Context: an optimization exercise on an open-source flow, tuned for small area and a short achievable clock period. The choices shown serve that exercise and are no tape-out recipe. Function was not checked in any run shown here: the RTL went through the layout flow alone. In run 4 the design's own scripts or RTL, not TritonCTS, make the clock network. The clock port is modelled as an ideal driver, which makes a skipped or thinned clock tree look cheaper than it is; a real chip needs a root buffer or a tree. Power and IR drop assume default switching activity.

[flow/flow/run.sh]
#!/bin/bash
# Own layout flow: the standard ORFS flow (standard.sh) with two changes:
#  - synthesis: the same script as synth_recipe.tcl, except that the second
#    part of Yosys's synth (fine:) runs with -noabc, so the bit-level adders
#    of the design reach extract_fa as written and map onto full-adder cells
#    without inverters between them (the final ABC mapping still runs);
#  - port buffers: buffer_ports uses sky130_fd_sc_hd__buf_2 instead of the
#    cell it picks by itself (clkdlybuf4s50_1).
# Each tool's output goes to its own log file in the work folder.
set -euo pipefail
work=$(pwd)
first='proc synth {args} { yosys synth -nofsm -noshare {*}$args }'
if [[ "$(head -1 synth_recipe.tcl)" == "$first" ]]; then
  {
    echo 'proc synth {args} { if {[lsearch $args "fine:"] >= 0} { yosys synth -nofsm -noshare -noabc {*}$args } else { yosys synth -nofsm -noshare {*}$args } }'
    tail -n +2 synth_recipe.tcl
  } > "$work/own_synth.tcl"
else
  cp synth_recipe.tcl "$work/own_synth.tcl"
fi
extra=()
if [[ -f flow/extra.mk ]]; then
  while IFS= read -r line; do
    [[ -n "$line" && "$line" != \#* ]] && extra+=("$line")
  done < flow/extra.mk
fi
bash standard.sh SYNTH_SCRIPT="$work/own_synth.tcl" \
  "BUFFER_PORTS_ARGS=-buffer_cell sky130_fd_sc_hd__buf_2" ${extra[@]+"${extra[@]}"} finish \
  > "$work/orfs_make.log" 2>&1
[flow/standard.sh]
#!/bin/bash
# synth_recipe.tcl (not shown) runs the flow's synth.tcl, then flattens the netlist and writes it again
# the make line also repeats each setting of config.mk as NAME=value (left out here)
make -C /OpenROAD-flow-scripts/flow DESIGN_CONFIG=/design/flow/config.mk WORK_HOME=/design/flow/orfs CLKGATE_MAP_FILE= SYNTH_SCRIPT=/design/flow/synth_recipe.tcl "${@:-finish}"
[flow/config.mk]
export PLATFORM = sky130hd
export DESIGN_NAME = pipelined_multiplier
export DESIGN_NICKNAME = pipelined_multiplier
export VERILOG_FILES = /design/flow/design.v
export SDC_FILE = /design/flow/constraint.sdc
export NUM_CORES = 4
export LEC_CHECK = 0
export CAP_MARGIN = 20
export CORE_MARGIN = 2
export CORE_UTILIZATION = 60
export CTS_BUF_LIST = sky130_fd_sc_hd__clkbuf_8
export CTS_CLUSTER_SIZE = 30
export SLEW_MARGIN = 20
[flow/constraint.sdc]
create_clock -name core_clock -period 4.5 [get_ports {clk}]
set_input_delay 0.9000 -clock core_clock [delete_from_list [all_inputs] [get_ports {clk}]]
set_output_delay 0.9000 -clock core_clock [all_outputs]
set_load 0.01 [all_outputs]
[flow/design.v]
module pipelined_multiplier (
    input clk,
    input rst,
    input [10:0] n1,
    input [7:0] n2,
    output reg [18:0] product
);
    reg [10:0] a1;
    reg [7:0] b1;
    reg [48:0] r2;
    reg [32:0] r3;
    reg v1, v2, v3;
    wire pp1;
    wire pp2;
    wire pp3;
    wire pp4;
    wire pp5;
    wire pp6;
    wire pp7;
    wire pp8;
    wire pp9;
    wire pp10;
    wire pp11;
    wire pp12;
    wire pp13;
    wire pp14;
    wire pp15;
    wire pp16;
    wire pp17;
    wire pp18;
    wire pp19;
    wire pp20;
    wire pp21;
    wire pp22;
    wire pp23;
    wire pp24;
    wire pp25;
    wire pp26;
    wire pp27;
    wire pp28;
    wire pp29;
    wire pp30;
    wire pp31;
    wire pp32;
    wire pp33;
    wire pp34;
    wire pp35;
    wire pp36;
    wire pp37;
    wire pp38;
    wire pp39;
    wire pp40;
    wire pp41;
    wire pp42;
    wire pp43;
    wire pp44;
    wire pp45;
    wire pp46;
    wire pp47;
    wire pp48;
    wire pp49;
    wire pp50;
    wire pp51;
    wire pp52;
    wire pp53;
    wire pp54;
    wire pp55;
    wire pp56;
    wire pp57;
    wire pp58;
    wire pp59;
    wire pp60;
    wire pp61;
    wire pp62;
    wire pp63;
    wire pp64;
    wire pp65;
    wire pp66;
    wire pp67;
    wire pp68;
    wire pp69;
    wire pp70;
    wire pp71;
    wire pp72;
    wire pp73;
    wire pp74;
    wire pp75;
    wire pp76;
    wire pp77;
    wire pp78;
    wire pp79;
    wire pp80;
    wire pp81;
    wire pp82;
    wire pp83;
    wire pp84;
    wire pp85;
    wire pp86;
    wire pp87;
    wire pp88;
    wire s89;
    wire c90;
    wire s91;
    wire c92;
    wire s93;
    wire c94;
    wire s95;
    wire c96;
    wire s97;
    wire c98;
    wire s99;
    wire c100;
    wire s101;
    wire c102;
    wire s103;
    wire c104;
    wire s105;
    wire c106;
    wire s107;
    wire c108;
    wire s109;
    wire c110;
    wire s111;
    wire c112;
    wire s113;
    wire c114;
    wire s115;
    wire c116;
    wire s117;
    wire c118;
    wire s119;
    wire c120;
    wire s121;
    wire c122;
    wire s123;
    wire c124;
    wire s125;
    wire c126;
    wire s127;
    wire c128;
    wire s129;
    wire c130;
    wire s131;
    wire c132;
    wire s133;
    wire c134;
    wire s135;
    wire c136;
    wire s137;
    wire c138;
    wire s139;
    wire c140;
    wire s141;
    wire c142;
    wire s143;
    wire c144;
    wire s145;
    wire c146;
    wire s147;
    wire c148;
    wire s149;
    wire c150;
    wire s151;
    wire c152;
    wire s153;
    wire c154;
    wire s155;
    wire c156;
    wire s157;
    wire c158;
    wire s159;
    wire c160;
    wire s161;
    wire c162;
    wire s163;
    wire c164;
    wire s165;
    wire c166;
    wire s167;
    wire c168;
    wire s169;
    wire c170;
    wire s171;
    wire c172;
    wire s173;
    wire c174;
    wire s175;
    wire c176;
    wire s177;
    wire c178;
    wire s179;
    wire c180;
    wire s181;
    wire c182;
    wire s183;
    wire c184;
    wire s185;
    wire c186;
    wire s187;
    wire c188;
    wire s189;
    wire c190;
    wire s191;
    wire c192;
    wire s193;
    wire c194;
    wire s195;
    wire c196;
    wire s197;
    wire c198;
    wire s199;
    wire c200;
    wire s201;
    wire c202;
    wire s203;
    wire c204;
    wire s205;
    wire c206;
    wire s207;
    wire c208;
    assign pp1 = a1[0] & b1[0];
    assign pp2 = a1[0] & b1[1];
    assign pp3 = a1[0] & b1[2];
    assign pp4 = a1[0] & b1[3];
    assign pp5 = a1[0] & b1[4];
    assign pp6 = a1[0] & b1[5];
    assign pp7 = a1[0] & b1[6];
    assign pp8 = a1[0] & b1[7];
    assign pp9 = a1[1] & b1[0];
    assign pp10 = a1[1] & b1[1];
    assign pp11 = a1[1] & b1[2];
    assign pp12 = a1[1] & b1[3];
    assign pp13 = a1[1] & b1[4];
    assign pp14 = a1[1] & b1[5];
    assign pp15 = a1[1] & b1[6];
    assign pp16 = a1[1] & b1[7];
    assign pp17 = a1[2] & b1[0];
    assign pp18 = a1[2] & b1[1];
    assign pp19 = a1[2] & b1[2];
    assign pp20 = a1[2] & b1[3];
    assign pp21 = a1[2] & b1[4];
    assign pp22 = a1[2] & b1[5];
    assign pp23 = a1[2] & b1[6];
    assign pp24 = a1[2] & b1[7];
    assign pp25 = a1[3] & b1[0];
    assign pp26 = a1[3] & b1[1];
    assign pp27 = a1[3] & b1[2];
    assign pp28 = a1[3] & b1[3];
    assign pp29 = a1[3] & b1[4];
    assign pp30 = a1[3] & b1[5];
    assign pp31 = a1[3] & b1[6];
    assign pp32 = a1[3] & b1[7];
    assign pp33 = a1[4] & b1[0];
    assign pp34 = a1[4] & b1[1];
    assign pp35 = a1[4] & b1[2];
    assign pp36 = a1[4] & b1[3];
    assign pp37 = a1[4] & b1[4];
    assign pp38 = a1[4] & b1[5];
    assign pp39 = a1[4] & b1[6];
    assign pp40 = a1[4] & b1[7];
    assign pp41 = a1[5] & b1[0];
    assign pp42 = a1[5] & b1[1];
    assign pp43 = a1[5] & b1[2];
    assign pp44 = a1[5] & b1[3];
    assign pp45 = a1[5] & b1[4];
    assign pp46 = a1[5] & b1[5];
    assign pp47 = a1[5] & b1[6];
    assign pp48 = a1[5] & b1[7];
    assign pp49 = a1[6] & b1[0];
    assign pp50 = a1[6] & b1[1];
    assign pp51 = a1[6] & b1[2];
    assign pp52 = a1[6] & b1[3];
    assign pp53 = a1[6] & b1[4];
    assign pp54 = a1[6] & b1[5];
    assign pp55 = a1[6] & b1[6];
    assign pp56 = a1[6] & b1[7];
    assign pp57 = a1[7] & b1[0];
    assign pp58 = a1[7] & b1[1];
    assign pp59 = a1[7] & b1[2];
    assign pp60 = a1[7] & b1[3];
    assign pp61 = a1[7] & b1[4];
    assign pp62 = a1[7] & b1[5];
    assign pp63 = a1[7] & b1[6];
    assign pp64 = a1[7] & b1[7];
    assign pp65 = a1[8] & b1[0];
    assign pp66 = a1[8] & b1[1];
    assign pp67 = a1[8] & b1[2];
    assign pp68 = a1[8] & b1[3];
    assign pp69 = a1[8] & b1[4];
    assign pp70 = a1[8] & b1[5];
    assign pp71 = a1[8] & b1[6];
    assign pp72 = a1[8] & b1[7];
    assign pp73 = a1[9] & b1[0];
    assign pp74 = a1[9] & b1[1];
    assign pp75 = a1[9] & b1[2];
    assign pp76 = a1[9] & b1[3];
    assign pp77 = a1[9] & b1[4];
    assign pp78 = a1[9] & b1[5];
    assign pp79 = a1[9] & b1[6];
    assign pp80 = a1[9] & b1[7];
    assign pp81 = a1[10] & b1[0];
    assign pp82 = a1[10] & b1[1];
    assign pp83 = a1[10] & b1[2];
    assign pp84 = a1[10] & b1[3];
    assign pp85 = a1[10] & b1[4];
    assign pp86 = a1[10] & b1[5];
    assign pp87 = a1[10] & b1[6];
    assign pp88 = a1[10] & b1[7];
    assign s89 = pp3 ^ pp10 ^ pp17;
    assign c90 = (pp3 & pp10) | (pp3 & pp17) | (pp10 & pp17);
    assign s91 = pp4 ^ pp11 ^ pp18;
    assign c92 = (pp4 & pp11) | (pp4 & pp18) | (pp11 & pp18);
    assign s93 = pp5 ^ pp12 ^ pp19;
    assign c94 = (pp5 & pp12) | (pp5 & pp19) | (pp12 & pp19);
    assign s95 = pp6 ^ pp13 ^ pp20;
    assign c96 = (pp6 & pp13) | (pp6 & pp20) | (pp13 & pp20);
    assign s97 = pp27 ^ pp34 ^ pp41;
    assign c98 = (pp27 & pp34) | (pp27 & pp41) | (pp34 & pp41);
    assign s99 = pp7 ^ pp14 ^ pp21;
    assign c100 = (pp7 & pp14) | (pp7 & pp21) | (pp14 & pp21);
    assign s101 = pp28 ^ pp35 ^ pp42;
    assign c102 = (pp28 & pp35) | (pp28 & pp42) | (pp35 & pp42);
    assign s103 = pp8 ^ pp15 ^ pp22;
    assign c104 = (pp8 & pp15) | (pp8 & pp22) | (pp15 & pp22);
    assign s105 = pp29 ^ pp36 ^ pp43;
    assign c106 = (pp29 & pp36) | (pp29 & pp43) | (pp36 & pp43);
    assign s107 = pp16 ^ pp23 ^ pp30;
    assign c108 = (pp16 & pp23) | (pp16 & pp30) | (pp23 & pp30);
    assign s109 = pp37 ^ pp44 ^ pp51;
    assign c110 = (pp37 & pp44) | (pp37 & pp51) | (pp44 & pp51);
    assign s111 = pp24 ^ pp31 ^ pp38;
    assign c112 = (pp24 & pp31) | (pp24 & pp38) | (pp31 & pp38);
    assign s113 = pp45 ^ pp52 ^ pp59;
    assign c114 = (pp45 & pp52) | (pp45 & pp59) | (pp52 & pp59);
    assign s115 = pp32 ^ pp39 ^ pp46;
    assign c116 = (pp32 & pp39) | (pp32 & pp46) | (pp39 & pp46);
    assign s117 = pp53 ^ pp60 ^ pp67;
    assign c118 = (pp53 & pp60) | (pp53 & pp67) | (pp60 & pp67);
    assign s119 = pp40 ^ pp47 ^ pp54;
    assign c120 = (pp40 & pp47) | (pp40 & pp54) | (pp47 & pp54);
    assign s121 = pp61 ^ pp68 ^ pp75;
    assign c122 = (pp61 & pp68) | (pp61 & pp75) | (pp68 & pp75);
    assign s123 = pp48 ^ pp55 ^ pp62;
    assign c124 = (pp48 & pp55) | (pp48 & pp62) | (pp55 & pp62);
    assign s125 = pp69 ^ pp76 ^ pp83;
    assign c126 = (pp69 & pp76) | (pp69 & pp83) | (pp76 & pp83);
    assign s127 = pp56 ^ pp63 ^ pp70;
    assign c128 = (pp56 & pp63) | (pp56 & pp70) | (pp63 & pp70);
    assign s129 = pp64 ^ pp71 ^ pp78;
    assign c130 = (pp64 & pp71) | (pp64 & pp78) | (pp71 & pp78);
    assign s131 = pp72 ^ pp79 ^ pp86;
    assign c132 = (pp72 & pp79) | (pp72 & pp86) | (pp79 & pp86);
    assign s133 = pp25 ^ c90 ^ s91;
    assign c134 = (pp25 & c90) | (pp25 & s91) | (c90 & s91);
    assign s135 = pp26 ^ pp33 ^ c92;
    assign c136 = (pp26 & pp33) | (pp26 & c92) | (pp33 & c92);
    assign s137 = c94 ^ s95 ^ s97;
    assign c138 = (c94 & s95) | (c94 & s97) | (s95 & s97);
    assign s139 = pp49 ^ c96 ^ c98;
    assign c140 = (pp49 & c96) | (pp49 & c98) | (c96 & c98);
    assign s141 = pp50 ^ pp57 ^ c100;
    assign c142 = (pp50 & pp57) | (pp50 & c100) | (pp57 & c100);
    assign s143 = c102 ^ s103 ^ s105;
    assign c144 = (c102 & s103) | (c102 & s105) | (s103 & s105);
    assign s145 = pp58 ^ pp65 ^ c104;
    assign c146 = (pp58 & pp65) | (pp58 & c104) | (pp65 & c104);
    assign s147 = c106 ^ s107 ^ s109;
    assign c148 = (c106 & s107) | (c106 & s109) | (s107 & s109);
    assign s149 = pp66 ^ pp73 ^ c108;
    assign c150 = (pp66 & pp73) | (pp66 & c108) | (pp73 & c108);
    assign s151 = c110 ^ s111 ^ s113;
    assign c152 = (c110 & s111) | (c110 & s113) | (s111 & s113);
    assign s153 = pp74 ^ pp81 ^ c112;
    assign c154 = (pp74 & pp81) | (pp74 & c112) | (pp81 & c112);
    assign s155 = c114 ^ s115 ^ s117;
    assign c156 = (c114 & s115) | (c114 & s117) | (s115 & s117);
    assign s157 = pp82 ^ c116 ^ c118;
    assign c158 = (pp82 & c116) | (pp82 & c118) | (c116 & c118);
    assign s159 = c120 ^ c122 ^ s123;
    assign c160 = (c120 & c122) | (c120 & s123) | (c122 & s123);
    assign s161 = pp77 ^ pp84 ^ c124;
    assign c162 = (pp77 & pp84) | (pp77 & c124) | (pp84 & c124);
    assign s163 = pp85 ^ c128 ^ s129;
    assign c164 = (pp85 & c128) | (pp85 & s129) | (c128 & s129);
    assign s165 = pp80 ^ pp87 ^ c132;
    assign c166 = (pp80 & pp87) | (pp80 & c132) | (pp87 & c132);
    assign s167 = r2[29] ^ r2[30];
    assign c168 = r2[29] & r2[30];
    assign s169 = r2[10] ^ r2[11];
    assign c170 = r2[10] & r2[11];
    assign s171 = r2[14] ^ r2[15];
    assign c172 = r2[14] & r2[15];
    assign s173 = r2[17] ^ r2[18] ^ r2[19];
    assign c174 = (r2[17] & r2[18]) | (r2[17] & r2[19]) | (r2[18] & r2[19]);
    assign s175 = r2[21] ^ r2[22] ^ r2[23];
    assign c176 = (r2[21] & r2[22]) | (r2[21] & r2[23]) | (r2[22] & r2[23]);
    assign s177 = r2[25] ^ r2[26] ^ r2[27];
    assign c178 = (r2[25] & r2[26]) | (r2[25] & r2[27]) | (r2[26] & r2[27]);
    assign s179 = r2[31] ^ r2[32] ^ r2[33];
    assign c180 = (r2[31] & r2[32]) | (r2[31] & r2[33]) | (r2[32] & r2[33]);
    assign s181 = r2[34] ^ r2[35] ^ r2[36];
    assign c182 = (r2[34] & r2[35]) | (r2[34] & r2[36]) | (r2[35] & r2[36]);
    assign s183 = r2[37] ^ r2[38] ^ r2[39];
    assign c184 = (r2[37] & r2[38]) | (r2[37] & r2[39]) | (r2[38] & r2[39]);
    assign s185 = r2[5] ^ r2[6];
    assign c186 = r2[5] & r2[6];
    assign s187 = r2[8] ^ r2[9];
    assign c188 = r2[8] & r2[9];
    assign s189 = r2[12] ^ r2[13] ^ s169;
    assign c190 = (r2[12] & r2[13]) | (r2[12] & s169) | (r2[13] & s169);
    assign s191 = r2[16] ^ c170 ^ s171;
    assign c192 = (r2[16] & c170) | (r2[16] & s171) | (c170 & s171);
    assign s193 = r2[20] ^ c172 ^ s173;
    assign c194 = (r2[20] & c172) | (r2[20] & s173) | (c172 & s173);
    assign s195 = r2[24] ^ c174 ^ s175;
    assign c196 = (r2[24] & c174) | (r2[24] & s175) | (c174 & s175);
    assign s197 = r2[28] ^ c176 ^ s177;
    assign c198 = (r2[28] & c176) | (r2[28] & s177) | (c176 & s177);
    assign s199 = s167 ^ c178 ^ s179;
    assign c200 = (s167 & c178) | (s167 & s179) | (c178 & s179);
    assign s201 = c168 ^ c180 ^ s181;
    assign c202 = (c168 & c180) | (c168 & s181) | (c180 & s181);
    assign s203 = r2[40] ^ c182 ^ s183;
    assign c204 = (r2[40] & c182) | (r2[40] & s183) | (c182 & s183);
    assign s205 = r2[41] ^ r2[42] ^ c184;
    assign c206 = (r2[41] & r2[42]) | (r2[41] & c184) | (r2[42] & c184);
    assign s207 = r2[43] ^ r2[44] ^ r2[45];
    assign c208 = (r2[43] & r2[44]) | (r2[43] & r2[45]) | (r2[44] & r2[45]);
    wire [18:0] sum3 = {1'b0, r3[31], r3[29], r3[27], r3[25], r3[23], r3[21], r3[19], r3[17], r3[15], r3[13], r3[11], r3[9], r3[7], r3[5], r3[4], r3[3], r3[1], r3[0]}
                     + {1'b0, r3[32], r3[30], r3[28], r3[26], r3[24], r3[22], r3[20], r3[18], r3[16], r3[14], r3[12], r3[10], r3[8], r3[6], 1'b0, 1'b0, r3[2], 1'b0};
    always @(posedge clk) begin
        a1 <= n1;
        b1 <= n2;
        r2[0] <= pp1;
        r2[1] <= pp2;
        r2[2] <= pp9;
        r2[3] <= s89;
        r2[4] <= s133;
        r2[5] <= s93;
        r2[6] <= c134;
        r2[7] <= s135;
        r2[8] <= c136;
        r2[9] <= s137;
        r2[10] <= s99;
        r2[11] <= s101;
        r2[12] <= c138;
        r2[13] <= s139;
        r2[14] <= c140;
        r2[15] <= s141;
        r2[16] <= s143;
        r2[17] <= c142;
        r2[18] <= c144;
        r2[19] <= s145;
        r2[20] <= s147;
        r2[21] <= c146;
        r2[22] <= c148;
        r2[23] <= s149;
        r2[24] <= s151;
        r2[25] <= c150;
        r2[26] <= c152;
        r2[27] <= s153;
        r2[28] <= s155;
        r2[29] <= s119;
        r2[30] <= s121;
        r2[31] <= c154;
        r2[32] <= c156;
        r2[33] <= s157;
        r2[34] <= s125;
        r2[35] <= c158;
        r2[36] <= s159;
        r2[37] <= c126;
        r2[38] <= s127;
        r2[39] <= c160;
        r2[40] <= s161;
        r2[41] <= c162;
        r2[42] <= s163;
        r2[43] <= c130;
        r2[44] <= s131;
        r2[45] <= c164;
        r2[46] <= s165;
        r2[47] <= pp88;
        r2[48] <= c166;
        r3[0] <= r2[0];
        r3[1] <= r2[1];
        r3[2] <= r2[2];
        r3[3] <= r2[3];
        r3[4] <= r2[4];
        r3[5] <= r2[7];
        r3[6] <= s185;
        r3[7] <= c186;
        r3[8] <= s187;
        r3[9] <= c188;
        r3[10] <= s189;
        r3[11] <= c190;
        r3[12] <= s191;
        r3[13] <= c192;
        r3[14] <= s193;
        r3[15] <= c194;
        r3[16] <= s195;
        r3[17] <= c196;
        r3[18] <= s197;
        r3[19] <= c198;
        r3[20] <= s199;
        r3[21] <= c200;
        r3[22] <= s201;
        r3[23] <= c202;
        r3[24] <= s203;
        r3[25] <= c204;
        r3[26] <= s205;
        r3[27] <= c206;
        r3[28] <= s207;
        r3[29] <= r2[46];
        r3[30] <= c208;
        r3[31] <= r2[47];
        r3[32] <= r2[48];
    end
    always @(posedge clk or posedge rst) begin
        if (rst) begin
            v1 <= 1'b0;
            v2 <= 1'b0;
            v3 <= 1'b0;
        end else begin
            v1 <= 1'b1;
            v2 <= v1;
            v3 <= v2;
        end
    end
    always @(posedge clk or posedge rst) begin
        if (rst)
            product <= 19'b0;
        else
            product <= sum3 & {19{v3}};
    end
endmodule
==> results of run 1 <==
-- registers in the layout, indices dropped and copies added, names as in the netlist --
| name | cells |
|---|---|
| a1 | 11 |
| b1 | 8 |
| product | 19 |
| r2 | 49 |
| r3 | 33 |
| v1 | 1 |
| v2 | 1 |
| v3 | 1 |
-- Yosys cell counts, drive strengths merged --
cell,n
a21o,7
inv,5
o2bb2ai,1
nor3,4
and2,91
nand3,5
nand4,1
o21a,3
nand2b,3
dfrtp,22
or3,1
o211a,1
a211oi,4
nand2,10
clkbuf,10
xor2,5
and3,1
a21oi,12
conb,1
o211ai,2
a21boi,1
a221o,1
buf,1
a2111oi,1
a311o,1
o32ai,1
xnor2,3
o21bai,1
o21ai,5
o31ai,1
fa,55
nor2,12
nor4,1
mux2i,4
dfxtp,101
ha,21
a31oi,2
-- metrics by stage --
step | utilization | power, mW | hold WS [ps]
after CTS | 0.693 | 3.50 | 329
after global routing | 0.693 | 3.71 | 345
after global placement | 0.641 | 2.40 | 314
after floorplan | - | 2.17 | 310
after detailed placement | 0.641 | 2.42 | 312
final | 0.693 | 3.47 | 328
-- how the worst max path moves through the flow --
stage,slack (ps),to,cells after the start,startpoint
2_1_floorplan,2760,product[14],6,r3[17]
3_3_place_gp,2680,product[14],6,r3[17]
3_5_place_dp,2630,product[15],6,r3[11]
4_1_cts,2590,product[17],6,r3[21]
5_1_grt,2420,product[17],6,r3[21]
6_report,2570,product[17],6,r3[21]
-- power breakdown --
part	internal [mW]	total [mW]	switching [mW]
clock network	0.614	1.07	0.454
registers	1.32	1.42	0.0963
logic	0.433	0.987	0.554
total	2.37	3.47	1.10
-- kinds of logic after synthesis --
group	Yosys count	share of synthesized area
AND/OR/NAND/NOR	129	0.143
flip-flops	123	0.493
adder cells (fa/ha/maj)	76	0.261
AO/OA/AOI/OAI	44	0.0700
buffers and inverters	16	0.0117
XOR/XNOR	8	0.0134
multiplexers	4	0.00767
other	1	0.000718
-- layer usage --
layer / vias up / share of wire / track usage / wire (um)
met5: - / 0 / 0 / 0
met4: 0 / 0.019 / 0.0908 / 160
met3: 16 / 0.041 / 0.0496 / 351
met2: 71 / 0.46 / 0.316 / 3970
met1: 1390 / 0.48 / 0.283 / 4120
li1: 1403 / - / - / -
-- worst reg2reg max path, delay by kind of cell, from the launching register on --
family                     cells  cell delay [ps]
muxes                          1              190
adders and majority gates      1              370
DFF                            1              320
AOI/OAI and AO/OA              4              990
-- layout make-up --
type / instances / area, um2
multi-input cells: 262 / 2590
clock inverters: 15 / 209
well taps: 108 / 135
fillers: 646 / 2640
repair buffers: 39 / 195
inverters: 5 / 18.8
flip-flops and latches: 123 / 2570
clock buffers: 17 / 234
==> run notes, run 1 <==
Logic synthesis:
- Averaged over all synthesized cells, the footprint is 13.0 um2.
- The sequential area share after synthesis is 0.493.
- The number of warnings issued by yosys is 1.
- The number of distinct library cells after synthesis is 43.
- The number of standard cells after synthesis is 401.
- The top cell type's share of synthesized area is 0.387.
- Yosys attributes the largest share of cell area to sky130_fd_sc_hd__dfxtp_1 39%, sky130_fd_sc_hd__fa_1 21%, sky130_fd_sc_hd__and2_1 11%, sky130_fd_sc_hd__dfrtp_1 11%, sky130_fd_sc_hd__ha_1 5.0%.
- Synthesis inferred 123 register bits.
- The mapped netlist covers 5220 um2.
- Synthesis produced a netlist with a net count of ~500.
- The cell taking the most area after synthesis is sky130_fd_sc_hd__dfxtp_1.

Timing:
- The final count of hold timing violations is 0.
- For the final database, setup skew stands at 12.0 ps.
- Summed over all failing endpoints, the final setup total negative slack is 0 ps.
- Setup repair after global routing left no endpoint under its margin.
- The worst path needs between 1500 and 2000 ps of the cycle, external delays included.
- Headroom to the max-slew limit came out at 0.475.
- Setup violations remaining at the end of the flow were counted as 0.
- In the finished design, the share of the clock period the worst path needs comes to 0.429.
- At the pin with the least slew margin, the transition time is about 790 ps.
- The highest clock frequency the design can meet is ~520 MHz.
- Once routing completed, OpenROAD measured the worst setup slack at roughly 2600 ps.
- The total count of max-transition violations in the final report is 0.

Clock network:
- The maximum level of the CTS H-tree is 4.
- TritonCTS built the clock tree.
- The total CTS buffers is 17.
- The number of cells upsized or downsized after cts is 0.
- The clock transition at the registers of the reported paths is 80 ps.
- The clock net in this run drives a total of 123 sinks.
- The buffer depth of the longest clock path is 2.
- Post-CTS timing repair inserted 0 buffers for setup.
- The root cell of the clock tree is sky130_fd_sc_hd__clkbuf_8.
- For this design, the CTS-stage hold fixing added 0 buffers.
- Clock latency on the worst-skew pair, taken at its later pin, is 420 ps.

Placement:
- The pre-CTS setup slack is 2630 ps.
- The number of placed cells counting well taps is 537.
- In this run the tool buffered the top-level ports with 39 buffer cells.
- In this run the cell area measured after placement is 5510 um2.
- Summed over all nets, the half-perimeter wirelength after detailed placement is between 6000 and 7000 um.
- Routability-driven placement finished with a final weighted congestion of 0.859.

Final layout:
- The area overhead of the layout relative to synthesis is 14.0%.
- The number of nets in the finished design is 545.
- The repair_antennas step left the layout with diodes totalling 0.
- The fraction of layout instances using a drive strength above 1 is 0.178.
- The top cell types in the final layout, fill and taps aside, are 101 x sky130_fd_sc_hd__dfxtp_1, 91 x sky130_fd_sc_hd__and2_1, 55 x sky130_fd_sc_hd__fa_1.
- Once layout is done, the placed cells without fillers occupy 5950 um2.
- The finished layout holds 569 standard cells, fillers aside.
- The most common library cell in the layout ignoring fill and taps is sky130_fd_sc_hd__dfxtp_1.

Min path:
- The startpoint of the worst hold path is r2[2].
- The cell depth of the worst hold path is 0.
- In this run the worst hold path is classified as reg -> reg.
- The destination of the worst hold path is r3[2].

Critical path:
- The worst register-to-register path has a setup slack of 2570 ps.
- The worst path arrival time is 2290 ps.
- The worst reg2reg path startpoint is r3[21].
- The library cell appearing most often on the critical path is sky130_fd_sc_hd__a21oi_1.
- The critical path in this run is classified as reg -> reg.
- STA classifies the critical path startpoint as a flip-flop.
- The delay of the slowest cell on the worst path is roughly 370 ps.
- The worst register-to-register path has a depth of 6.
- The destination of the worst register-to-register timing path is product[17].
- The cell family contributing the most delay on the critical path is compound AO/OA/AOI/OAI gates.
- The worst setup path is captured at a flip-flop.
- The master of the slowest instance on the critical path is sky130_fd_sc_hd__ha_1.
- At the worst endpoint, the required time is about 4900 ps.
- The worst-path maximum fanout is 5.
- The signal on the critical path passes through ha_1, a21oi_1, o21ai_0, a221o_1, a21oi_1, mux2i_1.
- The critical path contains buffers and inverters numbering 0 combined.

Detailed routing:
- After the first detailed-routing iteration, the DRC count stood at 84.
- Before antenna repair, the detailed router went through 4 iterations.
- The overall routed net length is 8600 um.
- The detailed-route DRC error count is 0.
- The average wire length per cell after detail routing is 15.1 um.
- After detailed routing, the number of vias per cell comes to 5.06.
- The detail route stage leaves a number of antenna-violating nets equal to 0.
- The count of vias placed by the detailed router is 2880.

GRT:
- The number of antenna violations at the first check in global routing was 0.
- The via count of the first global-routing pass is between 3000 and 4000.
- For this run, the total global-route usage over all layers was measured as 0.206.
- The overflow left after global routing is 0.
- The first-pass GRT wire length is 15200 um.
- The maximum number of pins on one net before global-route repair is 23.

Floorplanning:
- The height of the die is approximately 100 um.
- The die covers 9470 um2.
- The number of top-level pins is 40.
- From left edge to right edge, the die measures 97.3 um.
- The number of core rows is 34.
- The initial cell density of the core is 0.608.
- The area of the core is 8590 um2.

Power:
- The peak supply drop is about 0.29 mV.
- The standby leakage power is 2.75 nW.
- The power density over the cells is 583 nW/um2.

Status:
- The run finished with no timing, DRC or antenna violations.

Flow run:
- The max-capacitance violation count is 0.
==> run 2: changes to the inputs <==
--- a/flow/config.mk
+++ b/flow/config.mk
@@ -12,2 +12,3 @@
 export CTS_CLUSTER_SIZE = 30
+export SETUP_SLACK_MARGIN = 2.8
 export SLEW_MARGIN = 20
==> run notes, run 2 <==
Final layout:
- The most flop-heavy register is r2.
- The fill cell instance count of the final layout is 575 (-11%).
- The total inserted antenna cells was 0 (unchanged).
- The utilization after layout is 0.742 (+0.0489).
- The final cell area excluding filler cells is 6370 um2 (+7.1%).
- Leaving out fill and tap cells, the most frequent cell in the layout is sky130_fd_sc_hd__and2_1.
- The largest registers in the layout are r2 x49, r3 x33, product x19.
- The fraction of layout instances using a drive strength above 1 came to 0.323 (+0.145).
- The number of nets in the finished design was 564 (+3.5%).
- The area overhead of the layout relative to synthesis is 22.0%.
- The number of flip-flops under the largest register name is 49 (unchanged).
- The library cells used most frequently in the layout, excluding fill and tap cells, are 81 x sky130_fd_sc_hd__and2_1, 80 x sky130_fd_sc_hd__dfxtp_1, 50 x sky130_fd_sc_hd__fa_1.

Logic synthesis:
- The synthesized design spends more area on one cell type than any other, namely sky130_fd_sc_hd__dfxtp_1.
- The number of standard cells after synthesis was 401 (unchanged).
- The top cell type's share of synthesized area is 0.387 (unchanged).
- By count the netlist is led by 101 x sky130_fd_sc_hd__dfxtp_1, 91 x sky130_fd_sc_hd__and2_1, 55 x sky130_fd_sc_hd__fa_1.
- The sequential area share after synthesis is 0.493 (unchanged).
- By area the synthesized netlist is led by sky130_fd_sc_hd__dfxtp_1 39%, sky130_fd_sc_hd__fa_1 21%, sky130_fd_sc_hd__and2_1 11%, sky130_fd_sc_hd__dfrtp_1 11%, sky130_fd_sc_hd__ha_1 5.0%.
- The net count after synthesis is 498 (unchanged).
- The proportion of synthesized flip-flops having asynchronous set or reset came to 0.179 (unchanged).
- The mapped cell area is 5220 um2 (unchanged).
- The synthesized area divided by synthesized cell count is 13.0 um2 (unchanged).
- The number of enable-type register cells in the synthesized netlist is 0 (unchanged).
- The most used flip-flop cell after synthesis is sky130_fd_sc_hd__dfxtp_1.
- The number of warnings issued by yosys came to 1 (unchanged).
- The number of distinct library cells after synthesis is 43 (unchanged).
- The synthesis-stage register bit count is 123 (unchanged).
- In the post-synthesis netlist, the cell with the most instances is sky130_fd_sc_hd__dfxtp_1.

Detailed routing:
- The average wire length per cell after detail routing came to 15.7 um (+3.9%).
- The overall routed net length is 9240 um (+7.4%).
- The count of routing violations after the opening detailed-route iteration is 61 (-27%).
- The residual antenna-violating net count after detailed routing is 0 (unchanged).
- The number of iterations in the first detailed-routing pass is 4 (unchanged).
- The via density per instance is 5.08 (+0.33%).
- The count of vias placed by the detailed router was 2986 (+3.7%).
- The detailed-route DRC error count came to 0 (unchanged).

Floorplanning:
- The die boundary width came to 97.3 um (unchanged).
- The number of top-level pins came to 40 (unchanged).
- The initial cell density of the core is 0.608 (unchanged).
- The area of the core came to 8590 um2 (unchanged).
- The number of core rows is 34 (unchanged).
- The height of the die is 97.3 um (unchanged).
- The area enclosed by the die boundary is 9470 um2 (unchanged).

Power:
- The power after layout is 3.59 mW (+3.5%).
- The power density over the cells is 563 nW/um2 (-3.4%).
- The peak supply drop is 0.250 mV (-12%).
- The standby leakage power came to 2.84 nW (+3.3%).

Critical path:
- The worst path arrival time is 930 ps (-1360 ps).
- The worst setup path is captured at an output port.
- The delay of the slowest cell on the worst path is 380 ps (about the same).
- The depth of the most critical reg-to-reg path is 6 (unchanged).
- The critical path goes through buf_2.
- Broken down by cell family, the worst path's largest delay share belongs to flip-flops.
- The worst reg2reg path startpoint is r3[8].
- The reg2reg setup slack was 2740 ps (+170 ps).
- The most critical setup path has its startpoint at product[17].
- The cell depth of the worst setup path is 1 (-5).
- The number of buffer and inverter instances along the worst setup path was 1 (+1).
- The startpoint class of the critical path is a flip-flop.
- The largest individual stage delay along the critical path comes from the cell sky130_fd_sc_hd__dfrtp_1.
- In this run the worst setup path terminates at product[17].
- The setup path with the least slack is of type reg -> out.
- The worst register-to-register path ends at product[14].
- The worst-path maximum fanout is 1 (-4).
- The worst endpoint required time was 3600 ps (-1250 ps).

Timing:
- The total of endpoints with negative setup slack in the final report is 0 (unchanged).
- The max-slew headroom at the worst pin was 0.473 (-0.00236).
- The worst hold slack came to 322 ps (-5.93 ps).
- The post-layout minimum cycle time is 1830 ps (-103 ps).
- The final count of hold timing violations is 0 (unchanged).
- The total count of max-transition violations in the final report is 0 (unchanged).
- The slew at the pin with the worst max-slew slack is 790 ps (+3.54 ps).
- The highest clock frequency the design can meet was 547 MHz (+5.6%).
- The clock skew after layout was 17.0 ps (+4.99 ps).
- Setup repair after global routing could not meet its margin everywhere.
- The final critical-path share of the clock period is 0.406 (-0.0229).
- The final setup TNS is 0 ps (unchanged).

Clock network:
- The clock transition at the registers of the reported paths is 80 ps (about the same).
- The root cell of the clock tree is sky130_fd_sc_hd__clkbuf_8.
- The clock latency at the later pin of the worst-skew pair came to 410 ps (about the same).
- The buffer depth of the longest clock path is 2 (unchanged).
- The TritonCTS sink count is 123 (unchanged).
- The number of hold buffers added after CTS is 0 (unchanged).
- TritonCTS built the clock tree.
- The total CTS buffers is 17 (unchanged).
- The maximum level of the CTS H-tree is 4 (unchanged).

Min path:
- The worst hold path belongs to the class reg -> reg.

Placement:
- The count of buffers from port buffering is 39 (unchanged).
- The detailed-placement wirelength estimate is 6240 um (-0.66%).
- The placed cell area is 5560 um2 (+0.91%).
- The final RePlAce weighted congestion is 0.842 (-1.9%).

GRT:
- The overflow left after global routing came to 0 (unchanged).
- The number of antenna violations at the first check in global routing is 0 (unchanged).
- The maximum number of pins on one net before global-route repair came to 23 (unchanged).
- The aggregate global-route resource usage is 0.205 (-0.000760).
- The via count of the first global-routing pass is 3195 (+0.094%).
- The first-pass GRT wire length is 15200 um (about the same).

Flow run:
- The max-capacitance violation count was 0 (unchanged).

Status:
- The flow ran to the end and the layout has no timing, DRC or antenna violations.
==> run 2: cell types whose count changed in the layout (fill, tap and decap cells not counted), sizes merged <==
cell	previous run	this run
buf	39	58
clkinvlp	0	3
bufinv	4	2
clkbuf	17	18
inv	10	9
clkinv	6	5
==> run 2: area by class of cell <==
| cell class | instances | area [um2] | share of cell area |
|---|---|---|---|
| sequential | 123 | 2640 | 0.414 |
| clock inverter | 14 | 145 | 0.0228 |
| multi-input combinational | 262 | 2820 | 0.442 |
| inverter | 5 | 18.8 | 0.00294 |
| clock buffer | 18 | 248 | 0.0389 |
| timing repair buffer | 58 | 370 | 0.0581 |
| tap | 108 | 135 | 0.0212 |
==> run 2: per-stage QoR <==
| stage | instances | setup slack [ps] |
|---|---|---|
| 3_3_place_gp | 537 | 2710 |
| 6_report | 588 | 2670 |
| 5_1_grt | 588 | 2610 |
| 4_1_cts | 573 | 2650 |
| 3_5_place_dp | 537 | 2670 |
| 2_1_floorplan | 401 | 2810 |
==> run 2: worst min path at each step <==
stage | startpoint | to | slack, ps | cells past startpoint
floorplan | r2[0] | r3[0] | 310 | 0
global placement | r2[48] | r3[32] | 310 | 0
detailed placement | r2[1] | r3[1] | 320 | 0
CTS | r2[2] | r3[2] | 320 | 0
global route | r2[0] | r3[0] | 340 | 0
finish | r2[0] | r3[0] | 320 | 0
==> run 2: cell families (layout without fill, tap and decap cells) <==
kind of cell / count (synthesis) / after routing / share of synthesized area
buffers and inverters: 16 / 95 / 0.0117
adder cells (fa/ha/maj): 76 / 76 / 0.261
flip-flops: 123 / 123 / 0.493
other: 1 / 1 / 0.000718
XOR/XNOR: 8 / 8 / 0.0134
AND/OR/NAND/NOR: 129 / 129 / 0.143
AO/OA/AOI/OAI: 44 / 44 / 0.0700
multiplexers: 4 / 4 / 0.00767
==> run 2: layer usage <==
metal / share of wire / track usage
met5: 0 / 0
met4: 0.016 / 0.0716
met3: 0.036 / 0.0568
met2: 0.49 / 0.334
met1: 0.46 / 0.267
==> run 2: power breakdown <==
group	switching (mW)	leakage, nW	internal [mW]
Combinational	0.637	1.51	0.577
Clock	0.431	0.197	0.508
Sequential	0.119	1.13	1.32
==> run 2: timing repair <==
action / in CTS / in global routing
endpoints found under the hold margin: 0 / 0
pin swaps: 9 / 31
setup endpoints to repair: 41 / 36
gates resized for setup: 35 / 58
buffers inserted: 4 / 15
==> run 3: changes to the inputs <==
--- a/flow/config.mk
+++ b/flow/config.mk
@@ -11,3 +11,4 @@
 export CTS_BUF_LIST = sky130_fd_sc_hd__clkbuf_8
-export CTS_CLUSTER_SIZE = 30
+export CTS_CLUSTER_DIAMETER = 150
+export CTS_CLUSTER_SIZE = 40
 export SETUP_SLACK_MARGIN = 2.8
==> run notes, run 3 <==
Status:
- The flow ran to the end and the layout has no timing, DRC or antenna violations.

GRT:
- The number of antenna violations at the first check in global routing is 0 (unchanged).
- In this run the most used layer during global routing was met2.
- The global-route met3 utilization is 0.0568 (unchanged).
- The aggregate global-route resource usage is 0.205 (unchanged).
- The overflow left after global routing is 0 (unchanged).
- The first-pass GRT wire length is 15200 um (unchanged).
- The met1 routing resource usage after global routing came to 0.267 (unchanged).
- The via count of the first global-routing pass is 3195 (unchanged).
- The routing usage on met2 is 0.334 (unchanged).
- The maximum number of pins on one net before global-route repair came to 23 (unchanged).

Power:
- The standby leakage power was 2.84 nW (unchanged).
- The peak supply drop is 0.250 mV (unchanged).
- The power density over the cells is 563 nW/um2 (unchanged).

Clock network:
- TritonCTS built the clock tree.
- The clock transition at the registers of the reported paths is 80 ps (about the same).
- The clock latency at the later pin of the worst-skew pair is 410 ps (about the same).
- The number of hold buffers added after CTS is 0 (unchanged).
- The TritonCTS sink count came to 123 (unchanged).
- The buffer depth of the longest clock path is 2 (unchanged).
- The total CTS buffers is 17 (unchanged).
- The root cell of the clock tree is sky130_fd_sc_hd__clkbuf_8.
- The maximum level of the CTS H-tree is 4 (unchanged).

Placement:
- The count of buffers from port buffering was 39 (unchanged).
- The detailed-placement wirelength estimate is 6240 um (unchanged).
- The placed cell area is 5560 um2 (unchanged).
- The pre-CTS setup slack is 2670 ps (unchanged).
- The final RePlAce weighted congestion is 0.842 (unchanged).

Timing:
- The total count of max-transition violations in the final report is 0 (unchanged).
- The slew at the pin with the worst max-slew slack came to 790 ps (unchanged).
- The total of endpoints with negative setup slack in the final report was 0 (unchanged).
- The final worst-path setup slack is 2670 ps (unchanged).
- The max-slew headroom at the worst pin came to 0.473 (unchanged).
- The post-layout minimum cycle time is 1830 ps (unchanged).
- The final setup TNS is 0 ps (unchanged).
- Setup repair after global routing could not meet its margin everywhere.
- The clock skew after layout is 17.0 ps (unchanged).
- The highest clock frequency the design can meet is 547 MHz (unchanged).
- The final count of hold timing violations is 0 (unchanged).
- The final critical-path share of the clock period is 0.406 (unchanged).

Logic synthesis:
- By area the synthesized netlist is led by sky130_fd_sc_hd__dfxtp_1 39%, sky130_fd_sc_hd__fa_1 21%, sky130_fd_sc_hd__and2_1 11%, sky130_fd_sc_hd__dfrtp_1 11%, sky130_fd_sc_hd__ha_1 5.0%.
- The net count after synthesis is 498 (unchanged).
- The sequential area share after synthesis was 0.493 (unchanged).
- The number of warnings issued by yosys is 1 (unchanged).
- The number of enable-type register cells in the synthesized netlist is 0 (unchanged).
- The top cell type's share of synthesized area was 0.387 (unchanged).
- The largest total area in the synthesized netlist belongs to sky130_fd_sc_hd__dfxtp_1.
- The number of distinct library cells after synthesis was 43 (unchanged).
- The synthesized area divided by synthesized cell count was 13.0 um2 (unchanged).
- The commonest cells after synthesis are 101 x sky130_fd_sc_hd__dfxtp_1, 91 x sky130_fd_sc_hd__and2_1, 55 x sky130_fd_sc_hd__fa_1.
- The synthesis-stage register bit count is 123 (unchanged).
- The most used flip-flop cell after synthesis is sky130_fd_sc_hd__dfxtp_1.
- The number of standard cells after synthesis is 401 (unchanged).
- The proportion of synthesized flip-flops having asynchronous set or reset is 0.179 (unchanged).
- The mapped cell area was 5220 um2 (unchanged).
- The most frequent cell after synthesis is sky130_fd_sc_hd__dfxtp_1.

Final layout:
- The final cell area excluding filler cells is 6370 um2 (unchanged).
- The total inserted antenna cells is 0 (unchanged).
- The number of flip-flops under the largest register name is 49 (unchanged).
- The fraction of layout instances using a drive strength above 1 is 0.323 (unchanged).
- r2 holds more flip-flops than any other register.
- The largest registers in the layout are r2 x49, r3 x33, product x19.
- Leaving out fill and tap cells, the most frequent cells in the layout are 81 x sky130_fd_sc_hd__and2_1, 80 x sky130_fd_sc_hd__dfxtp_1, 50 x sky130_fd_sc_hd__fa_1.
- The most common library cell in the layout ignoring fill and taps is sky130_fd_sc_hd__and2_1.
- The area overhead of the layout relative to synthesis is 22.0% (unchanged).
- The number of nets in the finished design came to 564 (unchanged).

Detailed routing:
- The detailed-route DRC error count is 0 (unchanged).
- The average wire length per cell after detail routing is 15.7 um (unchanged).
- The overall routed net length is 9240 um (unchanged).
- The count of vias placed by the detailed router is 2986 (unchanged).
- The residual antenna-violating net count after detailed routing came to 0 (unchanged).
- The via density per instance was 5.08 (unchanged).
- The number of iterations in the first detailed-routing pass came to 4 (unchanged).
- The count of routing violations after the opening detailed-route iteration is 61 (unchanged).

Floorplanning:
- The height of the die is 97.3 um (unchanged).
- The area of the core is 8590 um2 (unchanged).
- The number of top-level pins was 40 (unchanged).
- The area enclosed by the die boundary is 9470 um2 (unchanged).
- The initial cell density of the core was 0.608 (unchanged).
- The die boundary width is 97.3 um (unchanged).
- The number of core rows was 34 (unchanged).

Flow run:
- The max-capacitance violation count came to 0 (unchanged).

Critical path:
- The critical path in this run is classified as reg -> out.
- The number of buffer and inverter instances along the worst setup path came to 1 (unchanged).
- STA classifies the critical path startpoint as a flip-flop.
- The slowest stage of the critical path is the sky130_fd_sc_hd__dfrtp_1 cell.
- The kind of cell with the highest combined delay along the critical path is flip-flops.
- The critical path goes through buf_2.
- The worst-path maximum fanout is 1 (unchanged).
- The worst endpoint required time was 3600 ps (about the same).
- STA classifies the critical path endpoint as an output port.
- The delay of the slowest cell on the worst path is 380 ps (about the same).
- The worst path arrival time is 930 ps (about the same).

Min path:
- The min-delay analysis places its worst path in the category reg -> reg.
[run 3: layout make-up]
type                       instances  area (um2)
sequential                       123        2640
inverter                           5        18.8
fill                             575        2220
timing repair buffer              58         370
clock buffer                      18         248
multi-input combinational        262        2820
tap                              108         135
clock inverter                    14         145
[run 3: timing repair]
action | in CTS | in global routing
endpoints found under the setup margin | 41 | 36
resized for setup | 35 | 58
cloned | 0 | 0
setup buffers | 4 | 15
pin swaps | 9 | 31
endpoints found under the hold margin | 0 | 0
[run 3: path summary, 6_finish.rpt]
path	endpoint	slack (ps)	from	depth (start not counted)
min	r3[0]	320	r2[0]	0
min in group asynchronous	product[2]	620	rst	2
max reg2reg	product[14]	2740	r3[8]	6
max	product[17]	2670	product[17]	1
min reg2reg	r3[0]	320	r2[0]	0
max in group asynchronous	product[10]	3380	rst	2
[run 3: metrics by stage]
step | hold slack (ps) | utilization | cells | total power, mW
after floorplan | 310 | - | 401 | 2.21
after global placement | 314 | 0.647 | 537 | 2.44
after detailed placement | 316 | 0.647 | 537 | 2.46
after CTS | 324 | 0.710 | 573 | 3.50
after global routing | 339 | 0.742 | 588 | 3.82
final | 322 | 0.742 | 588 | 3.59
[run 3: cells by family after synthesis]
family,share of synthesized area
and+or+nand+nor,0.143
DFF,0.493
adders and majority gates,0.261
AOI/OAI and AO/OA,0.0700
buffers and inverters,0.0117
xor gates and xnor gates,0.0134
muxes,0.00767
other,0.000718
[run 3: report_power, final]
group	leakage (nW)	switching [mW]	internal, mW	total, mW
logic	1.51	0.637	0.577	1.21
clock network	0.197	0.431	0.508	0.939
registers	1.13	0.119	1.32	1.44
[run 3: per-layer routing]
metal	vias up	part of all wire
met5	-	0
met4	0	0.016
met3	16	0.036
met2	75	0.49
met1	1459	0.46
li1	1436	-
==> run 4: changes to the inputs <==
--- a/flow/design.v
+++ b/flow/design.v
@@ -220,2 +220,99 @@
     wire c208;
+    wire g209;
+    wire p210;
+    wire g211;
+    wire p212;
+    wire g213;
+    wire p214;
+    wire g215;
+    wire p216;
+    wire g217;
+    wire p218;
+    wire g219;
+    wire p220;
+    wire g221;
+    wire p222;
+    wire g223;
+    wire p224;
+    wire g225;
+    wire p226;
+    wire g227;
+    wire p228;
+    wire g229;
+    wire p230;
+    wire g231;
+    wire p232;
+    wire g233;
+    wire p234;
+    wire g235;
+    wire p236;
+    wire g237;
+    wire p238;
+    wire P1_239;
+    wire G1_240;
+    wire P1_241;
+    wire G1_242;
+    wire P1_243;
+    wire G1_244;
+    wire P1_245;
+    wire G1_246;
+    wire P1_247;
+    wire G1_248;
+    wire P1_249;
+    wire G1_250;
+    wire P1_251;
+    wire G1_252;
+    wire P1_253;
+    wire G2_254;
+    wire G2_255;
+    wire G2_256;
+    wire P2_257;
+    wire G2_258;
+    wire P2_259;
+    wire G2_260;
+    wire P2_261;
+    wire G2_262;
+    wire P2_263;
+    wire G2_264;
+    wire P2_265;
+    wire G2_266;
+    wire P2_267;
+    wire G3_268;
+    wire G3_269;
+    wire G3_270;
+    wire G3_271;
+    wire G3_272;
+    wire P3_273;
+    wire G3_274;
+    wire P3_275;
+    wire G3_276;
+    wire P3_277;
+    wire G3_278;
+    wire P3_279;
+    wire G4_280;
+    wire G4_281;
+    wire G4_282;
+    wire G4_283;
+    wire G4_284;
+    wire G4_285;
+    wire G4_286;
+    wire G4_287;
+    wire G5_288;
+    wire G5_289;
+    wire sum290;
+    wire sum291;
+    wire sum292;
+    wire sum293;
+    wire sum294;
+    wire sum295;
+    wire sum296;
+    wire sum297;
+    wire sum298;
+    wire sum299;
+    wire sum300;
+    wire sum301;
+    wire sum302;
+    wire sum303;
+    wire sum304;
+    wire sum305;
     assign pp1 = a1[0] & b1[0];
@@ -428,4 +525,100 @@
     assign c208 = (r2[43] & r2[44]) | (r2[43] & r2[45]) | (r2[44] & r2[45]);
-    wire [18:0] sum3 = {1'b0, r3[31], r3[29], r3[27], r3[25], r3[23], r3[21], r3[19], r3[17], r3[15], r3[13], r3[11], r3[9], r3[7], r3[5], r3[4], r3[3], r3[1], r3[0]}
-                     + {1'b0, r3[32], r3[30], r3[28], r3[26], r3[24], r3[22], r3[20], r3[18], r3[16], r3[14], r3[12], r3[10], r3[8], r3[6], 1'b0, 1'b0, r3[2], 1'b0};
+    assign p210 = r2[1] ^ r2[2];
+    assign g209 = r2[1] & r2[2];
+    assign p212 = r2[7] ^ s185;
+    assign g211 = r2[7] & s185;
+    assign p214 = c186 ^ s187;
+    assign g213 = c186 & s187;
+    assign p216 = c188 ^ s189;
+    assign g215 = c188 & s189;
+    assign p218 = c190 ^ s191;
+    assign g217 = c190 & s191;
+    assign p220 = c192 ^ s193;
+    assign g219 = c192 & s193;
+    assign p222 = c194 ^ s195;
+    assign g221 = c194 & s195;
+    assign p224 = c196 ^ s197;
+    assign g223 = c196 & s197;
+    assign p226 = c198 ^ s199;
+    assign g225 = c198 & s199;
+    assign p228 = c200 ^ s201;
+    assign g227 = c200 & s201;
+    assign p230 = c202 ^ s203;
+    assign g229 = c202 & s203;
+    assign p232 = c204 ^ s205;
+    assign g231 = c204 & s205;
+    assign p234 = c206 ^ s207;
+    assign g233 = c206 & s207;
+    assign p236 = r2[46] ^ c208;
+    assign g235 = r2[46] & c208;
+    assign p238 = r2[47] ^ r2[48];
+    assign g237 = r2[47] & r2[48];
+    assign P1_239 = r3[4] & r3[3];
+    assign G1_240 = r3[8] | (r3[7] & r3[6]);
+    assign P1_241 = r3[7] & r3[5];
+    assign G1_242 = r3[12] | (r3[11] & r3[10]);
+    assign P1_243 = r3[11] & r3[9];
+    assign G1_244 = r3[16] | (r3[15] & r3[14]);
+    assign P1_245 = r3[15] & r3[13];
+    assign G1_246 = r3[20] | (r3[19] & r3[18]);
+    assign P1_247 = r3[19] & r3[17];
+    assign G1_248 = r3[24] | (r3[23] & r3[22]);
+    assign P1_249 = r3[23] & r3[21];
+    assign G1_250 = r3[28] | (r3[27] & r3[26]);
+    assign P1_251 = r3[27] & r3[25];
+    assign G1_252 = r3[32] | (r3[31] & r3[30]);
+    assign P1_253 = r3[31] & r3[29];
+    assign G2_254 = r3[3] & r3[2];
+    assign G2_255 = P1_239 & r3[2];
+    assign G2_256 = r3[10] | (r3[9] & G1_240);
+    assign P2_257 = r3[9] & P1_241;
+    assign G2_258 = G1_242 | (P1_243 & G1_240);
+    assign P2_259 = P1_243 & P1_241;
+    assign G2_260 = r3[18] | (r3[17] & G1_244);
+    assign P2_261 = r3[17] & P1_245;
+    assign G2_262 = G1_246 | (P1_247 & G1_244);
+    assign P2_263 = P1_247 & P1_245;
+    assign G2_264 = r3[26] | (r3[25] & G1_248);
+    assign P2_265 = r3[25] & P1_249;
+    assign G2_266 = G1_250 | (P1_251 & G1_248);
+    assign P2_267 = P1_251 & P1_249;
+    assign G3_268 = r3[6] | (r3[5] & G2_255);
+    assign G3_269 = G1_240 | (P1_241 & G2_255);
+    assign G3_270 = G2_256 | (P2_257 & G2_255);
+    assign G3_271 = G2_258 | (P2_259 & G2_255);
+    assign G3_272 = r3[22] | (r3[21] & G2_262);
+    assign P3_273 = r3[21] & P2_263;
+    assign G3_274 = G1_248 | (P1_249 & G2_262);
+    assign P3_275 = P1_249 & P2_263;
+    assign G3_276 = G2_264 | (P2_265 & G2_262);
+    assign P3_277 = P2_265 & P2_263;
+    assign G3_278 = G2_266 | (P2_267 & G2_262);
+    assign P3_279 = P2_267 & P2_263;
+    assign G4_280 = r3[14] | (r3[13] & G3_271);
+    assign G4_281 = G1_244 | (P1_245 & G3_271);
+    assign G4_282 = G2_260 | (P2_261 & G3_271);
+    assign G4_283 = G2_262 | (P2_263 & G3_271);
+    assign G4_284 = G3_272 | (P3_273 & G3_271);
+    assign G4_285 = G3_274 | (P3_275 & G3_271);
+    assign G4_286 = G3_276 | (P3_277 & G3_271);
+    assign G4_287 = G3_278 | (P3_279 & G3_271);
+    assign G5_288 = r3[30] | (r3[29] & G4_287);
+    assign G5_289 = G1_252 | (P1_253 & G4_287);
+    assign sum290 = r3[3] ^ r3[2];
+    assign sum291 = r3[4] ^ G2_254;
+    assign sum292 = r3[5] ^ G2_255;
+    assign sum293 = r3[7] ^ G3_268;
+    assign sum294 = r3[9] ^ G3_269;
+    assign sum295 = r3[11] ^ G3_270;
+    assign sum296 = r3[13] ^ G3_271;
+    assign sum297 = r3[15] ^ G4_280;
+    assign sum298 = r3[17] ^ G4_281;
+    assign sum299 = r3[19] ^ G4_282;
+    assign sum300 = r3[21] ^ G4_283;
+    assign sum301 = r3[23] ^ G4_284;
+    assign sum302 = r3[25] ^ G4_285;
+    assign sum303 = r3[27] ^ G4_286;
+    assign sum304 = r3[29] ^ G4_287;
+    assign sum305 = r3[31] ^ G5_288;
+    wire [18:0] sum3 = {G5_289, sum305, sum304, sum303, sum302, sum301, sum300, sum299, sum298, sum297, sum296, sum295, sum294, sum293, sum292, sum291, sum290, r3[1], r3[0]};
     always @(posedge clk) begin
@@ -483,34 +676,34 @@
         r3[0] <= r2[0];
-        r3[1] <= r2[1];
-        r3[2] <= r2[2];
+        r3[1] <= p210;
+        r3[2] <= g209;
         r3[3] <= r2[3];
         r3[4] <= r2[4];
-        r3[5] <= r2[7];
-        r3[6] <= s185;
-        r3[7] <= c186;
-        r3[8] <= s187;
-        r3[9] <= c188;
-        r3[10] <= s189;
-        r3[11] <= c190;
-        r3[12] <= s191;
-        r3[13] <= c192;
-        r3[14] <= s193;
-        r3[15] <= c194;
-        r3[16] <= s195;
-        r3[17] <= c196;
-        r3[18] <= s197;
-        r3[19] <= c198;
-        r3[20] <= s199;
-        r3[21] <= c200;
-        r3[22] <= s201;
-        r3[23] <= c202;
-        r3[24] <= s203;
-        r3[25] <= c204;
-        r3[26] <= s205;
-        r3[27] <= c206;
-        r3[28] <= s207;
-        r3[29] <= r2[46];
-        r3[30] <= c208;
-        r3[31] <= r2[47];
-        r3[32] <= r2[48];
+        r3[5] <= p212;
+        r3[6] <= g211;
+        r3[7] <= p214;
+        r3[8] <= g213;
+        r3[9] <= p216;
+        r3[10] <= g215;
+        r3[11] <= p218;
+        r3[12] <= g217;
+        r3[13] <= p220;
+        r3[14] <= g219;
+        r3[15] <= p222;
+        r3[16] <= g221;
+        r3[17] <= p224;
+        r3[18] <= g223;
+        r3[19] <= p226;
+        r3[20] <= g225;
+        r3[21] <= p228;
+        r3[22] <= g227;
+        r3[23] <= p230;
+        r3[24] <= g229;
+        r3[25] <= p232;
+        r3[26] <= g231;
+        r3[27] <= p234;
+        r3[28] <= g233;
+        r3[29] <= p236;
+        r3[30] <= g235;
+        r3[31] <= p238;
+        r3[32] <= g237;
     end
--- a/flow/flow/run.sh
+++ b/flow/flow/run.sh
@@ -1,3 +1,3 @@
 #!/bin/bash
-# Own layout flow: the standard ORFS flow (standard.sh) with two changes:
+# Own layout flow: the standard ORFS flow (standard.sh) with three changes:
 #  - synthesis: the same script as synth_recipe.tcl, except that the second
@@ -7,3 +7,5 @@
 #  - port buffers: buffer_ports uses sky130_fd_sc_hd__buf_2 instead of the
-#    cell it picks by itself (clkdlybuf4s50_1).
+#    cell it picks by itself (clkdlybuf4s50_1);
+#  - clock tree: flow/mycts.tcl (sourced before CTS) replaces
+#    clock_tree_synthesis with a two-level tree (root and 9 leaf buffers).
 # Each tool's output goes to its own log file in the work folder.
@@ -27,3 +29,3 @@
 bash standard.sh SYNTH_SCRIPT="$work/own_synth.tcl" \
-  "BUFFER_PORTS_ARGS=-buffer_cell sky130_fd_sc_hd__buf_2" ${extra[@]+"${extra[@]}"} finish \
+  "BUFFER_PORTS_ARGS=-buffer_cell sky130_fd_sc_hd__buf_2" "PRE_CTS_TCL=$work/flow/mycts.tcl" ${extra[@]+"${extra[@]}"} finish \
   > "$work/orfs_make.log" 2>&1
==> flow/flow/mycts.tcl (new file) <==
# Clock tree for a small design: the clock port drives one root buffer,
# which drives NLEAF leaf buffers, each driving one group of flip-flops
# (groups formed by position so each leaf is near its flip-flops).
# Replaces clock_tree_synthesis, whose H-tree makes 17 buffers here.
rename clock_tree_synthesis orig_clock_tree_synthesis
proc clock_tree_synthesis {args} {
  set leaf_cell sky130_fd_sc_hd__clkbuf_8
  set root_cell sky130_fd_sc_hd__clkbuf_16
  set nleaf 9
  if {[info exists ::env(OWN_CTS_LEAVES)]} { set nleaf $::env(OWN_CTS_LEAVES) }
  if {[info exists ::env(OWN_CTS_LEAF_CELL)]} { set leaf_cell $::env(OWN_CTS_LEAF_CELL) }
  if {[info exists ::env(OWN_CTS_ROOT_CELL)]} { set root_cell $::env(OWN_CTS_ROOT_CELL) }
  set block [ord::get_db_block]
  set clk_port [lindex [all_clocks] 0]
  set clk_net [[$block findBTerm clk] getNet]
  set sinks {}
  foreach pin [get_pins -of_objects [get_nets clk]] {
    if {[get_property $pin direction] ne "input"} { continue }
    set it [sta::sta_to_db_pin $pin]
    set bb [[$it getInst] getBBox]
    lappend sinks [list [expr {([$bb xMin] + [$bb xMax]) / 2}] [expr {([$bb yMin] + [$bb yMax]) / 2}] $pin]
  }
  set n [llength $sinks]
  puts "own cts: $n sinks, $nleaf leaf buffers"
  # split into nleaf groups: sort by y into rows of groups, then by x
  set ny [expr {int(sqrt($nleaf))}]
  if {$ny < 1} { set ny 1 }
  set nx [expr {($nleaf + $ny - 1) / $ny}]
  set groups {}
  set byy [lsort -integer -index 1 $sinks]
  set per_row [expr {($n + $ny - 1) / $ny}]
  for {set r 0} {$r < $ny} {incr r} {
    set row [lrange $byy [expr {$r * $per_row}] [expr {($r + 1) * $per_row - 1}]]
    set byx [lsort -integer -index 0 $row]
    set m [llength $byx]
    set per [expr {($m + $nx - 1) / $nx}]
    for {set c 0} {$c < $nx} {incr c} {
      set g [lrange $byx [expr {$c * $per}] [expr {($c + 1) * $per - 1}]]
      if {[llength $g]} { lappend groups $g }
    }
  }
  set dbu [$block getDbUnitsPerMicron]
  set leaves {}
  set k 0
  foreach g $groups {
    set sx 0; set sy 0; set pins {}
    foreach s $g { set sx [expr {$sx + [lindex $s 0]}]; set sy [expr {$sy + [lindex $s 1]}]; lappend pins [lindex $s 2] }
    set cx [expr {double($sx) / [llength $g] / $dbu}]
    set cy [expr {double($sy) / [llength $g] / $dbu}]
    set name "clkleaf_$k"
    set r [insert_buffer -buffer_cell $leaf_cell -net [get_nets clk] -load_pins $pins -location [list $cx $cy] -buffer_name $name -net_name "clknet_leaf_$k"]
    set name [get_full_name $r]
    lappend leaves $name
    incr k
  }
  # root buffer at the centre of the leaves
  set sx 0; set sy 0; set pins {}
  foreach l $leaves {
    set bb [[$block findInst $l] getBBox]
    set sx [expr {$sx + ([$bb xMin] + [$bb xMax]) / 2}]
    set sy [expr {$sy + ([$bb yMin] + [$bb yMax]) / 2}]
    lappend pins [get_pins $l/A]
  }
  set cx [expr {double($sx) / [llength $leaves] / $dbu}]
  set cy [expr {double($sy) / [llength $leaves] / $dbu}]
  insert_buffer -buffer_cell $root_cell -net [get_nets clk] -load_pins $pins -location [list $cx $cy] -buffer_name clkroot -net_name clknet_root
  foreach net [$block getNets] {
    set nm [$net getName]
    if {[string match clknet_* $nm] || $net eq $clk_net} { $net setSigType CLOCK }
  }
  set_propagated_clock [all_clocks]
}
--- a/flow/config.mk
+++ b/flow/config.mk
@@ -10,6 +10,3 @@
 export CORE_UTILIZATION = 60
-export CTS_BUF_LIST = sky130_fd_sc_hd__clkbuf_8
-export CTS_CLUSTER_DIAMETER = 150
-export CTS_CLUSTER_SIZE = 40
-export SETUP_SLACK_MARGIN = 2.8
+export SETUP_SLACK_MARGIN = 2.75
 export SLEW_MARGIN = 20
==> run notes, run 4 <==
Status:
- The flow ran to the end and the layout has no timing, DRC or antenna violations.

Logic synthesis:
- The number of warnings issued by yosys was 1 (unchanged).
- The cell taking the most area after synthesis is sky130_fd_sc_hd__dfxtp_1.
- The top cell type's share of synthesized area is 0.395 (+0.00776).
- The number of enable-type register cells in the synthesized netlist came to 0 (unchanged).
- The net count after synthesis was 479 (-3.8%).
- Ranked by total cell area, the synthesized netlist is headed by sky130_fd_sc_hd__dfxtp_1 39%, sky130_fd_sc_hd__fa_1 22%, sky130_fd_sc_hd__and2_1 12%, sky130_fd_sc_hd__dfrtp_1 11%, sky130_fd_sc_hd__ha_1 5.9%.
- The sequential area share after synthesis is 0.502 (+0.00987).
- The proportion of synthesized flip-flops having asynchronous set or reset came to 0.179 (unchanged).
- The synthesized area divided by synthesized cell count is 13.5 um2 (+3.7%).

Critical path:
- In this run the critical register-to-register path is launched from r3[14].
- The reg2reg setup slack was 2580 ps (-160 ps).
- The number of buffer and inverter instances along the worst setup path is 0 (-1).
- The delay of the slowest cell on the worst path is 330 ps (-50 ps).
- The critical path in this run is classified as reg -> reg.
- The worst-path maximum fanout is 3 (+2).
- The critical path goes through a21o_1, and3_4, nor3b_4, o221ai_2, a21o_1, ha_2, or3_1, and3_4.
- In this design, the largest share of critical-path delay is due to simple AND/OR/NAND/NOR gates.
- The critical path capture point is product[17].
- The depth of the most critical reg-to-reg path is 8 (+2).

Power:
- The power density over the cells was 493 nW/um2 (-13%).
- The peak supply drop is 0.293 mV (+17%).

GRT:
- The overflow left after global routing was 0 (unchanged).
- The via count of the first global-routing pass is 2986 (-6.5%).
- The number of antenna violations at the first check in global routing came to 0 (unchanged).
- The aggregate global-route resource usage is 0.203 (-0.00152).

Timing:
- The post-layout minimum cycle time is 1920 ps (+90.0 ps).
- The total of endpoints with negative setup slack in the final report was 0 (unchanged).
- The total count of max-transition violations in the final report is 0 (unchanged).
- The clock skew after layout came to 19.2 ps (+2.23 ps).
- The max-slew headroom at the worst pin is 0.490 (+0.0176).

Detailed routing:
- The average wire length per cell after detail routing came to 15.7 um (about the same).
- The count of routing violations after the opening detailed-route iteration is 55 (-9.8%).

Final layout:
- The most flop-heavy register is r2.
- The area overhead of the layout relative to synthesis is 13.5%.
- The fraction of layout instances using a drive strength above 1 came to 0.252 (-0.0712).
- The fill cell instance count of the final layout is 593 (+3.1%).
- Leaving out fill and tap cells, the most frequent cells in the layout are 98 x sky130_fd_sc_hd__and2_1, 72 x sky130_fd_sc_hd__dfxtp_1, 53 x sky130_fd_sc_hd__fa_1.
- The filler-free cell count of the finished design is 538 (-8.5%).
- The multi-input combinational cell area is 2540 um2 (-10%).
- The total area of sequential cells was 2620 um2 (-0.66%).

Placement:
- The final RePlAce weighted congestion is 0.870 (+3.2%).
- The detailed-placement wirelength estimate came to 5830 um (-6.5%).

Min path:
- In this run the worst hold path is classified as reg -> reg.

Floorplanning:
- The die boundary width is 96.4 um (-0.95%).
- The initial cell density of the core was 0.620 (+0.0123).
- The height of the die is 96.4 um (-0.95%).

Flow run:
- The max-capacitance violation count is 0 (unchanged).

Clock network:
- The clock latency at the later pin of the worst-skew pair is 340 ps (-70 ps).
## run 4: cell count changes in the layout (fill, tap and decap cells not counted), sizes merged, moves of 6 or more
cell / before / now
and3: 1 / 7
nor2: 12 / 5
and2: 91 / 99
nand2: 10 / 3
a21oi: 12 / 3
clkbuf: 18 / 11
## run 4: through the flow
step | power (mW) | instance area (um2) | hold WS [ps] | setup slack [ps]
after floorplan | 1.98 | 5160 | 310 | 2650
after global placement | 2.19 | 5450 | 316 | 2580
after detailed placement | 2.21 | 5450 | 312 | 2500
after CTS | 2.81 | 5690 | 329 | 2520
after global routing | 3.07 | 5810 | 338 | 2520
final | 2.86 | 5810 | 329 | 2580
## run 4: repair_timing
item / CTS / global route
setup buffers: 10 / 5
pin swaps: 8 / 7
setup endpoints to repair: 18 / 32
hold buffers: 0 / 0
resized for setup: 14 / 24
## run 4: metal layers
layer | vias up | part of all wire | routed length (um) | GRT usage
met5 | - | 0 | 0 | 0
met4 | 0 | 0.022 | 188 | 0.0376
met3 | 16 | 0.041 | 347 | 0.0171
met2 | 75 | 0.47 | 3980 | 0.347
met1 | 1354 | 0.47 | 3930 | 0.291
li1 | 1330 | - | - | -
## run 4: cells by family (layout without fill, tap and decap cells)
kind of cell | count (synthesis) | in the layout | share of synthesized area
AND/OR/NAND/NOR | 130 | 130 | 0.160
AO/OA/AOI/OAI | 25 | 25 | 0.0428
adder cells (fa/ha/maj) | 79 | 79 | 0.274
other | 1 | 1 | 0.000732
XOR/XNOR | 4 | 4 | 0.00684
buffers and inverters | 16 | 70 | 0.0117
multiplexers | 1 | 1 | 0.00196
flip-flops | 123 | 123 | 0.502
## run 4: area by class of cell, without the clock buffers
cell class,count,share of cell area
well taps,105,0.0226
flip-flops and latches,123,0.451
multi-input cells,240,0.437
repair buffers,54,0.0601
inverters,6,0.00388
## run 4: power breakdown
part	switching [mW]	internal [mW]
logic	0.371	0.441
clock network	0.322	0.221
registers	0.168	1.34
total	0.861	2.00
## run 4: worst min-delay path by stage
stage           from  endpoint  slack, ps  cells after the start
2_1_floorplan  r2[3]     r3[3]        310                      0
3_3_place_gp   r2[3]     r3[3]        320                      0
3_5_place_dp   r2[4]     r3[4]        310                      0
4_1_cts        r2[4]     r3[4]        330                      0
5_1_grt        r2[3]     r3[3]        340                      0
6_report       r2[4]     r3[4]        330                      0

==> separate check: timing with driven ports <==
Ports are ideal in the flow. The routed layouts listed here were re-timed in OpenROAD.
Step 1 sets driving cells, clkbuf_16 on the clock port and buf_2 on the other inputs (assumed; they add their load-dependent delay and slew).
Step 2 also shifts input and output timing later by t, the mid clock arrival at the registers, as if the neighbouring blocks saw the same clock.
Three values: no drivers, after step 1, after step 2; two values: the first two.
| run | t (ns) | slack for setup (ns) | clock arrival spread, ns |
|---|---|---|---|
| run 1 | 0.449 | 2.568 / 2.568 / 2.568 | 0.014 / 0.014 |
| run 2 | 0.436 | 2.671 / 2.639 / 2.742 | 0.019 / 0.019 |
| run 3 | 0.436 | 2.671 / 2.639 / 2.742 | 0.019 / 0.019 |
| run 4 | 0.373 | 2.581 / 2.581 / 2.581 | 0.020 / 0.021 |
After both steps setup and hold are still met in every run listed.
